This is an optimization exercise on Yosys and OpenROAD, whose aim is small area, a short achievable clock period and few clock cycles, not a production implementation. The RTL of this run was laid out without a check of its function.

### design.v
module SequentialMultiplier(clock, reset, multiplicand, multiplier, product, ready, start);
    parameter N = 32;
    input clock;
    input reset;
    input [N-1:0] multiplicand, multiplier;
    output [2*N-1:0] product;
    output ready;
    input start;
    logic busy;
    logic [1:0] count;
    logic [N-1:0] m_register;
    logic [33:0] acc_s, acc_c;       
    logic [1:0] acc_ci;                  
    logic [N-1:0] pl_register;           
    logic prev;                          
    wire go = start & ~busy;
    assign ready = ~busy;
    wire [8:0] bb = {pl_register[7:0], prev};
    wire [3:0] one, two, neg;
    genvar j;
    generate
        for (j = 0; j < 4; j = j + 1) begin : enc
            assign one[j] = bb[2*j+1] ^ bb[2*j];
            assign two[j] = (bb[2*j+2] & ~bb[2*j+1] & ~bb[2*j]) | (~bb[2*j+2] & bb[2*j+1] & bb[2*j]);
            assign neg[j] = bb[2*j+2] & ~(bb[2*j+1] & bb[2*j]);
        end
    endgenerate
    wire [N:0] m1 = {1'b0, m_register};
    wire [N:0] m2 = {m_register, 1'b0};
    wire [33:0] row0 = {~neg[0], ({33{one[0]}} & m1 | {33{two[0]}} & m2) ^ {33{neg[0]}}};
    wire [33:0] row1 = {~neg[1], ({33{one[1]}} & m1 | {33{two[1]}} & m2) ^ {33{neg[1]}}};
    wire [33:0] row2 = {~neg[2], ({33{one[2]}} & m1 | {33{two[2]}} & m2) ^ {33{neg[2]}}};
    wire [33:0] row3 = {~neg[3], ({33{one[3]}} & m1 | {33{two[3]}} & m2) ^ {33{neg[3]}}};
    wire hs0, hc0;
    HalfAdder ha0 (acc_c[1], acc_ci[1], hs0, hc0);
    wire hs1, hc1;
    HalfAdder ha1 (acc_c[3], acc_s[3], hs1, hc1);
    wire hs2, hc2;
    HalfAdder ha2 (acc_c[4], acc_s[4], hs2, hc2);
    wire fs0, fc0;
    FullAdder fa0 (acc_c[5], acc_s[5], neg[2], fs0, fc0);
    wire hs3, hc3;
    HalfAdder ha3 (row0[4], row1[2], hs3, hc3);
    wire fs1, fc1;
    FullAdder fa1 (acc_c[6], acc_s[6], row0[5], fs1, fc1);
    wire hs4, hc4;
    HalfAdder ha4 (row1[3], row2[1], hs4, hc4);
    wire fs2, fc2;
    FullAdder fa2 (acc_c[7], acc_s[7], row0[6], fs2, fc2);
    wire fs3, fc3;
    FullAdder fa3 (row1[4], row2[2], row3[0], fs3, fc3);
    wire fs4, fc4;
    FullAdder fa4 (acc_c[8], acc_s[8], row0[7], fs4, fc4);
    wire fs5, fc5;
    FullAdder fa5 (row1[5], row2[3], row3[1], fs5, fc5);
    wire fs6, fc6;
    FullAdder fa6 (acc_c[9], acc_s[9], row0[8], fs6, fc6);
    wire fs7, fc7;
    FullAdder fa7 (row1[6], row2[4], row3[2], fs7, fc7);
    wire fs8, fc8;
    FullAdder fa8 (acc_c[10], acc_s[10], row0[9], fs8, fc8);
    wire fs9, fc9;
    FullAdder fa9 (row1[7], row2[5], row3[3], fs9, fc9);
    wire fs10, fc10;
    FullAdder fa10 (acc_c[11], acc_s[11], row0[10], fs10, fc10);
    wire fs11, fc11;
    FullAdder fa11 (row1[8], row2[6], row3[4], fs11, fc11);
    wire fs12, fc12;
    FullAdder fa12 (acc_c[12], acc_s[12], row0[11], fs12, fc12);
    wire fs13, fc13;
    FullAdder fa13 (row1[9], row2[7], row3[5], fs13, fc13);
    wire fs14, fc14;
    FullAdder fa14 (acc_c[13], acc_s[13], row0[12], fs14, fc14);
    wire fs15, fc15;
    FullAdder fa15 (row1[10], row2[8], row3[6], fs15, fc15);
    wire fs16, fc16;
    FullAdder fa16 (acc_c[14], acc_s[14], row0[13], fs16, fc16);
    wire fs17, fc17;
    FullAdder fa17 (row1[11], row2[9], row3[7], fs17, fc17);
    wire fs18, fc18;
    FullAdder fa18 (acc_c[15], acc_s[15], row0[14], fs18, fc18);
    wire fs19, fc19;
    FullAdder fa19 (row1[12], row2[10], row3[8], fs19, fc19);
    wire fs20, fc20;
    FullAdder fa20 (acc_c[16], acc_s[16], row0[15], fs20, fc20);
    wire fs21, fc21;
    FullAdder fa21 (row1[13], row2[11], row3[9], fs21, fc21);
    wire fs22, fc22;
    FullAdder fa22 (acc_c[17], acc_s[17], row0[16], fs22, fc22);
    wire fs23, fc23;
    FullAdder fa23 (row1[14], row2[12], row3[10], fs23, fc23);
    wire fs24, fc24;
    FullAdder fa24 (acc_c[18], acc_s[18], row0[17], fs24, fc24);
    wire fs25, fc25;
    FullAdder fa25 (row1[15], row2[13], row3[11], fs25, fc25);
    wire fs26, fc26;
    FullAdder fa26 (acc_c[19], acc_s[19], row0[18], fs26, fc26);
    wire fs27, fc27;
    FullAdder fa27 (row1[16], row2[14], row3[12], fs27, fc27);
    wire fs28, fc28;
    FullAdder fa28 (acc_c[20], acc_s[20], row0[19], fs28, fc28);
    wire fs29, fc29;
    FullAdder fa29 (row1[17], row2[15], row3[13], fs29, fc29);
    wire fs30, fc30;
    FullAdder fa30 (acc_c[21], acc_s[21], row0[20], fs30, fc30);
    wire fs31, fc31;
    FullAdder fa31 (row1[18], row2[16], row3[14], fs31, fc31);
    wire fs32, fc32;
    FullAdder fa32 (acc_c[22], acc_s[22], row0[21], fs32, fc32);
    wire fs33, fc33;
    FullAdder fa33 (row1[19], row2[17], row3[15], fs33, fc33);
    wire fs34, fc34;
    FullAdder fa34 (acc_c[23], acc_s[23], row0[22], fs34, fc34);
    wire fs35, fc35;
    FullAdder fa35 (row1[20], row2[18], row3[16], fs35, fc35);
    wire fs36, fc36;
    FullAdder fa36 (acc_c[24], acc_s[24], row0[23], fs36, fc36);
    wire fs37, fc37;
    FullAdder fa37 (row1[21], row2[19], row3[17], fs37, fc37);
    wire fs38, fc38;
    FullAdder fa38 (acc_c[25], acc_s[25], row0[24], fs38, fc38);
    wire fs39, fc39;
    FullAdder fa39 (row1[22], row2[20], row3[18], fs39, fc39);
    wire fs40, fc40;
    FullAdder fa40 (acc_c[26], acc_s[26], row0[25], fs40, fc40);
    wire fs41, fc41;
    FullAdder fa41 (row1[23], row2[21], row3[19], fs41, fc41);
    wire fs42, fc42;
    FullAdder fa42 (acc_c[27], acc_s[27], row0[26], fs42, fc42);
    wire fs43, fc43;
    FullAdder fa43 (row1[24], row2[22], row3[20], fs43, fc43);
    wire fs44, fc44;
    FullAdder fa44 (acc_c[28], acc_s[28], row0[27], fs44, fc44);
    wire fs45, fc45;
    FullAdder fa45 (row1[25], row2[23], row3[21], fs45, fc45);
    wire fs46, fc46;
    FullAdder fa46 (acc_c[29], acc_s[29], row0[28], fs46, fc46);
    wire fs47, fc47;
    FullAdder fa47 (row1[26], row2[24], row3[22], fs47, fc47);
    wire fs48, fc48;
    FullAdder fa48 (acc_c[30], acc_s[30], row0[29], fs48, fc48);
    wire fs49, fc49;
    FullAdder fa49 (row1[27], row2[25], row3[23], fs49, fc49);
    wire fs50, fc50;
    FullAdder fa50 (acc_c[31], acc_s[31], row0[30], fs50, fc50);
    wire fs51, fc51;
    FullAdder fa51 (row1[28], row2[26], row3[24], fs51, fc51);
    wire fs52, fc52;
    FullAdder fa52 (acc_c[32], acc_s[32], row0[31], fs52, fc52);
    wire fs53, fc53;
    FullAdder fa53 (row1[29], row2[27], row3[25], fs53, fc53);
    wire fs54, fc54;
    FullAdder fa54 (acc_c[33], acc_s[33], row0[32], fs54, fc54);
    wire fs55, fc55;
    FullAdder fa55 (row1[30], row2[28], row3[26], fs55, fc55);
    wire fs56, fc56;
    FullAdder fa56 (row0[33], row1[31], row2[29], fs56, fc56);
    wire hs5, hc5;
    HalfAdder ha5 (acc_s[1], hs0, hs5, hc5);
    wire fs57, fc57;
    FullAdder fa57 (acc_c[2], acc_s[2], hc0, fs57, fc57);
    wire fs58, fc58;
    FullAdder fa58 (hs1, neg[1], row0[2], fs58, fc58);
    wire fs59, fc59;
    FullAdder fa59 (hc1, hs2, row0[3], fs59, fc59);
    wire fs60, fc60;
    FullAdder fa60 (hc2, row2[0], fs0, fs60, fc60);
    wire fs61, fc61;
    FullAdder fa61 (fc0, hc3, hs4, fs61, fc61);
    wire fs62, fc62;
    FullAdder fa62 (hc4, fc1, fs2, fs62, fc62);
    wire fs63, fc63;
    FullAdder fa63 (fc2, fc3, fs4, fs63, fc63);
    wire fs64, fc64;
    FullAdder fa64 (fc4, fc5, fs6, fs64, fc64);
    wire fs65, fc65;
    FullAdder fa65 (fc6, fc7, fs8, fs65, fc65);
    wire fs66, fc66;
    FullAdder fa66 (fc8, fc9, fs10, fs66, fc66);
    wire fs67, fc67;
    FullAdder fa67 (fc10, fc11, fs12, fs67, fc67);
    wire fs68, fc68;
    FullAdder fa68 (fc12, fc13, fs14, fs68, fc68);
    wire fs69, fc69;
    FullAdder fa69 (fc14, fc15, fs16, fs69, fc69);
    wire fs70, fc70;
    FullAdder fa70 (fc16, fc17, fs18, fs70, fc70);
    wire fs71, fc71;
    FullAdder fa71 (fc18, fc19, fs20, fs71, fc71);
    wire fs72, fc72;
    FullAdder fa72 (fc20, fc21, fs22, fs72, fc72);
    wire fs73, fc73;
    FullAdder fa73 (fc22, fc23, fs24, fs73, fc73);
    wire fs74, fc74;
    FullAdder fa74 (fc24, fc25, fs26, fs74, fc74);
    wire fs75, fc75;
    FullAdder fa75 (fc26, fc27, fs28, fs75, fc75);
    wire fs76, fc76;
    FullAdder fa76 (fc28, fc29, fs30, fs76, fc76);
    wire fs77, fc77;
    FullAdder fa77 (fc30, fc31, fs32, fs77, fc77);
    wire fs78, fc78;
    FullAdder fa78 (fc32, fc33, fs34, fs78, fc78);
    wire fs79, fc79;
    FullAdder fa79 (fc34, fc35, fs36, fs79, fc79);
    wire fs80, fc80;
    FullAdder fa80 (fc36, fc37, fs38, fs80, fc80);
    wire fs81, fc81;
    FullAdder fa81 (fc38, fc39, fs40, fs81, fc81);
    wire fs82, fc82;
    FullAdder fa82 (fc40, fc41, fs42, fs82, fc82);
    wire fs83, fc83;
    FullAdder fa83 (fc42, fc43, fs44, fs83, fc83);
    wire fs84, fc84;
    FullAdder fa84 (fc44, fc45, fs46, fs84, fc84);
    wire fs85, fc85;
    FullAdder fa85 (fc46, fc47, fs48, fs85, fc85);
    wire fs86, fc86;
    FullAdder fa86 (fc48, fc49, fs50, fs86, fc86);
    wire fs87, fc87;
    FullAdder fa87 (fc50, fc51, fs52, fs87, fc87);
    wire fs88, fc88;
    FullAdder fa88 (fc52, fc53, fs54, fs88, fc88);
    wire fs89, fc89;
    FullAdder fa89 (row3[27], fc54, fc55, fs89, fc89);
    wire fs90, fc90;
    FullAdder fa90 (row1[32], row2[30], row3[28], fs90, fc90);
    wire hs6, hc6;
    HalfAdder ha6 (row1[33], row2[31], hs6, hc6);
    wire hs7, hc7;
    HalfAdder ha7 (neg[0], hs5, hs7, hc7);
    wire fs91, fc91;
    FullAdder fa91 (hc5, row0[1], fs57, fs91, fc91);
    wire fs92, fc92;
    FullAdder fa92 (row1[0], fc57, fs58, fs92, fc92);
    wire fs93, fc93;
    FullAdder fa93 (row1[1], fc58, fs59, fs93, fc93);
    wire fs94, fc94;
    FullAdder fa94 (hs3, fc59, fs60, fs94, fc94);
    wire fs95, fc95;
    FullAdder fa95 (fs1, fc60, fs61, fs95, fc95);
    wire fs96, fc96;
    FullAdder fa96 (fs3, fc61, fs62, fs96, fc96);
    wire fs97, fc97;
    FullAdder fa97 (fs5, fc62, fs63, fs97, fc97);
    wire fs98, fc98;
    FullAdder fa98 (fs7, fc63, fs64, fs98, fc98);
    wire fs99, fc99;
    FullAdder fa99 (fs9, fc64, fs65, fs99, fc99);
    wire fs100, fc100;
    FullAdder fa100 (fs11, fc65, fs66, fs100, fc100);
    wire fs101, fc101;
    FullAdder fa101 (fs13, fc66, fs67, fs101, fc101);
    wire fs102, fc102;
    FullAdder fa102 (fs15, fc67, fs68, fs102, fc102);
    wire fs103, fc103;
    FullAdder fa103 (fs17, fc68, fs69, fs103, fc103);
    wire fs104, fc104;
    FullAdder fa104 (fs19, fc69, fs70, fs104, fc104);
    wire fs105, fc105;
    FullAdder fa105 (fs21, fc70, fs71, fs105, fc105);
    wire fs106, fc106;
    FullAdder fa106 (fs23, fc71, fs72, fs106, fc106);
    wire fs107, fc107;
    FullAdder fa107 (fs25, fc72, fs73, fs107, fc107);
    wire fs108, fc108;
    FullAdder fa108 (fs27, fc73, fs74, fs108, fc108);
    wire fs109, fc109;
    FullAdder fa109 (fs29, fc74, fs75, fs109, fc109);
    wire fs110, fc110;
    FullAdder fa110 (fs31, fc75, fs76, fs110, fc110);
    wire fs111, fc111;
    FullAdder fa111 (fs33, fc76, fs77, fs111, fc111);
    wire fs112, fc112;
    FullAdder fa112 (fs35, fc77, fs78, fs112, fc112);
    wire fs113, fc113;
    FullAdder fa113 (fs37, fc78, fs79, fs113, fc113);
    wire fs114, fc114;
    FullAdder fa114 (fs39, fc79, fs80, fs114, fc114);
    wire fs115, fc115;
    FullAdder fa115 (fs41, fc80, fs81, fs115, fc115);
    wire fs116, fc116;
    FullAdder fa116 (fs43, fc81, fs82, fs116, fc116);
    wire fs117, fc117;
    FullAdder fa117 (fs45, fc82, fs83, fs117, fc117);
    wire fs118, fc118;
    FullAdder fa118 (fs47, fc83, fs84, fs118, fc118);
    wire fs119, fc119;
    FullAdder fa119 (fs49, fc84, fs85, fs119, fc119);
    wire fs120, fc120;
    FullAdder fa120 (fs51, fc85, fs86, fs120, fc120);
    wire fs121, fc121;
    FullAdder fa121 (fs53, fc86, fs87, fs121, fc121);
    wire fs122, fc122;
    FullAdder fa122 (fs55, fc87, fs88, fs122, fc122);
    wire fs123, fc123;
    FullAdder fa123 (fs56, fc88, fs89, fs123, fc123);
    wire fs124, fc124;
    FullAdder fa124 (fc56, fs90, fc89, fs124, fc124);
    wire fs125, fc125;
    FullAdder fa125 (row3[29], hs6, fc90, fs125, fc125);
    wire fs126, fc126;
    FullAdder fa126 (row2[32], row3[30], hc6, fs126, fc126);
    wire hs8, hc8;
    HalfAdder ha8 (row2[33], row3[31], hs8, hc8);
    wire [41:0] tx = {1'b0, row3[33], row3[32], hs8, fs126, fs125, fc123, fc122, fc121, fc120, fc119, fc118, fc117, fc116, fc115, fc114, fc113, fc112, fc111, fc110, fc109, fc108, fc107, fc106, fc105, fc104, fc103, fc102, fc101, fc100, fc99, fc98, fc97, fc96, fc95, fc94, fc93, fc92, fc91, hc7, row0[0], acc_c[0]};
    wire [41:0] ty = {1'b0, 1'b0, hc8, fc126, fc125, fc124, fs124, fs123, fs122, fs121, fs120, fs119, fs118, fs117, fs116, fs115, fs114, fs113, fs112, fs111, fs110, fs109, fs108, fs107, fs106, fs105, fs104, fs103, fs102, fs101, fs100, fs99, fs98, fs97, fs96, fs95, fs94, fs93, fs92, fs91, hs7, acc_s[0]};
    wire [9:0] low = tx[7:0] + ty[7:0] + {neg[3], 7'b0} + acc_ci[0];
    wire [N-1:0] hi = acc_s[N-1:0] + acc_c[N-1:0] + acc_ci + 32'hAAAAAAAC;
    assign product = {hi, pl_register};
    always_ff @(posedge clock) begin
        if (~busy)
            m_register <= multiplicand;
        if (go) begin
            acc_s <= {2'b0, multiplicand & {N{multiplier[0]}}};
            acc_c <= '0;
            acc_ci <= 2'b0;
            pl_register <= {1'b0, multiplier[N-1:1]};
            prev <= 1'b0;
        end else if (busy) begin
            acc_s <= tx[41:8];
            acc_c <= ty[41:8];
            acc_ci <= low[9:8];
            pl_register <= {low[7:0], pl_register[N-1:8]};
            prev <= pl_register[7];
        end
    end
    always_ff @(posedge clock or posedge reset) begin
        if (reset) begin
            busy <= 1'b0;
            count <= '0;
        end else if (go) begin
            busy <= 1'b1;
            count <= '0;
        end else if (busy) begin
            count <= count + 1'b1;
            if (count == 2'd3)
                busy <= 1'b0;
        end
    end
endmodule
module FullAdder(input a, input b, input c, output s, output co);
    assign s = a ^ b ^ c;
    assign co = (a & b) | (a & c) | (b & c);
endmodule
module HalfAdder(input a, input b, output s, output co);
    assign s = a ^ b;
    assign co = a & b;
endmodule
### config.mk
export PLATFORM = sky130hd
export DESIGN_NAME = SequentialMultiplier
export DESIGN_NICKNAME = SequentialMultiplier
export VERILOG_FILES = /design/flow/design.v
export SDC_FILE = /design/flow/constraint.sdc
export NUM_CORES = 4
export LEC_CHECK = 0
export CAP_MARGIN = 20
export CORE_MARGIN = 2
export CORE_UTILIZATION = 40
export SLEW_MARGIN = 20
export SYNTH_HIERARCHICAL = 1
### constraint.sdc
create_clock -name core_clock -period 4.0 [get_ports {clock}]
set_input_delay 0.8000 -clock core_clock [delete_from_list [all_inputs] [get_ports {clock}]]
set_output_delay 0.8000 -clock core_clock [all_outputs]
set_load 0.01 [all_outputs]
### run.sh
#!/bin/bash
# synth_recipe.tcl (not shown) runs the flow's synth.tcl, then flattens the netlist and writes it again
# the make line also repeats each setting of config.mk as NAME=value (left out here)
make -C /OpenROAD-flow-scripts/flow DESIGN_CONFIG=/design/flow/config.mk WORK_HOME=/design/flow/orfs CLKGATE_MAP_FILE= SYNTH_SCRIPT=/design/flow/synth_recipe.tcl finish
==> flow_metrics.tcl <==
set metrics [dict create \
    outcome "finished with violations" \
    so_faults "negative setup slack" \
    cp-start-kind "register" \
    antenna_found_initial 1 \
    worstSkewPairLatency_ns 0.43 \
    area_growth_syn_to_layout_pct 25.52 \
    num_antenna_cells 0 \
    path_cells "fa_2 -> ha_4 -> a21oi_4 -> or3b_4 -> a211o_4 -> a2111oi_4 -> o21ai_2 -> and3_4 -> a311oi_2 -> buf_2" \
    fp.coreArea_um2 32290 \
    fin_crit_sh_pct 108.1 \
    worstPathMaxFanout 4 \
    layout_setup_ws_ns -0.3228 \
    grt_usage_pct 23.11 \
    end_kind "output port" \
    place_hpwl_mm 27.80 \
    cts_made_buffers 17 \
    cts_hold_buf 0 \
    synth_area_per_cell_um2 10.13 \
    clkTransAtPathRegs_ns 0.07 \
    vias 10260 \
    cts.sinks 135 \
    seq_area_frac_synth_pct 28.22 \
    grt_max_degree 54 \
    final-max-slew-violation-count 0 \
    nets 1739 \
    max_freq_ghz 0.2313 \
    final_layout_size_suffix_gt1_share_pct 18.47 \
    finalSetupViolCount 15 \
    initial_core_util_pct 40.27 \
    critPathKind "register to output port" \
    yosysTopAreaCellShare_pct 21.94 \
    r2r_setup_slack_ns -0.01 \
    die_w_um 184.3 \
    final_area_um2 16320 \
    port-buffer-count 131 \
    dieArea_um2 33960 \
    grt_pass1_vias 10800 \
    ant_nets 0 \
    netlist_area_um2 13000 \
    worstPathRequired_ns 3.20 \
    slowest_delay_ns 0.58 \
    dp.cells 1859 \
    synth_area_leader_cell "edfxtp_1" \
    netlist_instances 1284 \
    ys_ff_latch 135 \
    placed_cell_area_um2 15330 \
    hp-class "register to register" \
    cp.arrival_ns 3.52 \
    fin_worst_skew_ns 0.01409 \
    h-tree-depth 4 \
    synth_ff_type "edfxtp_1" \
    drv_cap 0 \
    slew_headroom_pct 44.41 \
    grt-ovfl-total 0 \
    cts_tree "built" \
    gp_congestion 0.8685 \
    synth_warnings 7 \
    synthArstFlopShare_pct 2.222 \
    slowest_stage "fa_2" \
    routed_wl_mm 37.31 \
    num_rows 66 \
    die_h_um 184.3 \
    finalHoldViolations 0 \
    grt_pass1_wl_mm 60.70 \
    worstMarginPinSlew_ns 0.8338 \
    pin_count 132 \
    hold_ws_ns 0.4925 \
    period_needed_ns 4.323 \
    synth_cell_types 57 \
    root_buffer "clkbuf_16" \
    wl_per_cell_um 19.54 \
    grt_setup_unrepaired "true" \
    synth-edff-count 95 \
    drc 0 \
    avgViaCountPerCell 5.372 \
    dr.pass1.iters 5 \
    clockBufferDepth 2 \
    instances_no_fill 1909 \
    first_iter_violations 734 \
    ys_top_cells_by_area "edfxtp_1 22%, fa_1 20%, ha_1 8.3%" \
]
==> Yosys cell counts, types with 2 or more instances <==
cell / n
nand2b_1: 8
nor2b_1: 3
o221ai_1: 2
o21ai_1: 4
xnor2_1: 118
a22o_1: 3
fa_1: 132
inv_1: 87
a22oi_1: 124
o21ai_0: 62
a21oi_1: 52
nand4_1: 3
dfrtp_1: 3
ha_1: 86
clkbuf_1: 72
a311oi_2: 2
dfxtp_1: 37
o31ai_1: 18
o21a_1: 5
nor2_1: 28
nand2_1: 157
o21bai_1: 4
a21o_1: 18
xor2_1: 45
a211oi_1: 5
nor4_1: 2
a31oi_1: 3
mux2_2: 25
edfxtp_1: 95
and3_1: 4
inv_2: 3
o211ai_1: 6
nor3_1: 3
a2111oi_4: 2
nand3_1: 10
clkbuf_2: 19
buf_1: 14
==> critical path, delay by kind of cell (launching register included) <==
family                   cells  cell delay (ns)
AO/OA/AOI/OAI                5             1.17
buffers and inverters        1             0.18
flip-flops                   1             0.42
AND/OR/NAND/NOR              2             0.59
adder cells (fa/ha/maj)      2             0.74
==> Yosys stat by module (local to each module, per instance) <==
module,cell area (µm²),flops+latches,cells
SequentialMultiplier,10350,135,1148
HalfAdder,12.51,0,1
FullAdder,20.02,0,1
==> cells by family (layout without fill, tap and decap cells) <==
kind of cell / count (synthesis) / count (layout) / synth area share [%]
fa+ha+maj: 218 / 218 / 28.60
flops: 135 / 135 / 28.22
xor+xnor: 163 / 163 / 10.98
compound gates: 319 / 319 / 16.75
other cells: 1 / 3 / 0.02884
buf+inv: 197 / 378 / 5.909
mux: 26 / 26 / 2.242
simple gates: 225 / 225 / 7.276
==> registers in the layout (all words and copies together) (netlist names) <==
name / flops
acc_s: 33
m_register: 32
busy: 1
acc_ci: 2
prev: 1
pl_register: 32
acc_c: 32
count: 2
==> final cells by class <==
class / count / area [µm²]
well taps: 442 / 553.0
clock inverters: 15 / 181.4
inverters: 90 / 340.3
fillers: 2981 / 15970
multi-input cells: 954 / 8932
repair buffers: 256 / 2217
flip-flops and latches: 135 / 3670
clock buffers: 17 / 425.4
==> per-stage QoR <==
step | setup WS (ns) | util [%] | TNS, ns
2_1_floorplan | 0.004257 | - | 0
3_3_place_gp | -0.5531 | 47.48 | -5.521
3_5_place_dp | -0.5725 | 47.48 | -6.760
4_1_cts | -0.3368 | 49.99 | -2.177
5_1_grt | -0.4486 | 50.54 | -4.421
6_report | -0.3228 | 50.54 | -1.828
==> layer usage <==
layer / vias to the layer above / part of all wire, % / global-route usage, %
met3: 31 / 6.5 / 4.466
met1: 5111 / 45 / 32.31
met2: 330 / 47 / 37.69
met4: 2 / 1.1 / 4.224
met5: - / 0.035 / 0
li1: 4781 / - / -
==> final timing paths <==
| kind | start | end | cells after the start |
|---|---|---|---|
| min | pl_register[31] | pl_register[31] | 2 |
| max reg2reg | pl_register[0] | acc_ci[0] | 13 |
| max | acc_s[1] | product[60] | 10 |
| max in group asynchronous | reset | count[0] | 2 |
| min reg2reg | pl_register[31] | pl_register[31] | 2 |
| min in group asynchronous | reset | count[1] | 2 |
==> cell usage in the layout (no fill, tap or decap), types with 59 or more instances in the layout <==
master           netlist  routed
ha_1                  86      77
fa_1                 132     130
nand2_1              157     153
o21ai_0               62      59
clkdlybuf4s50_1        0     107
inv_1                 87      79
xnor2_1              118     112
edfxtp_1              95      95
a22oi_1              124     123
buf_4                  1     115
==> what timing repair did <==
| item | in CTS | in global routing |
|---|---|---|
| pin swaps | 32 | 23 |
| gates resized for setup | 119 | 31 |
| gates cloned | 0 | 0 |
| buffers inserted | 10 | 13 |
| setup endpoints to repair | 29 | 25 |

==> static timing again, ports no longer ideal <==
In the flow no input, the clock included, has a driving cell. The finished layout below was timed again as built, in two steps.
Step 1: set_driving_cell puts a clkbuf_16 on clock and a buf_2 on each other input, an assumption about the parent block.
Step 2 also shifts input and output timing later by t, the mid clock arrival at the registers, as if the neighbouring blocks saw the same clock.
Slacks: no drivers / after step 1 / after step 2; pairs: no drivers / after step 1.
shift t [ns]: 0.475
setup slack, ns: -0.323 / -0.372 / -0.008
worst setup path at the end: register to register
worst data-port slew with drivers (ns): 0.06
The setup slack of this run moves by -0.049 ns with the drivers and by +0.315 ns with both steps.
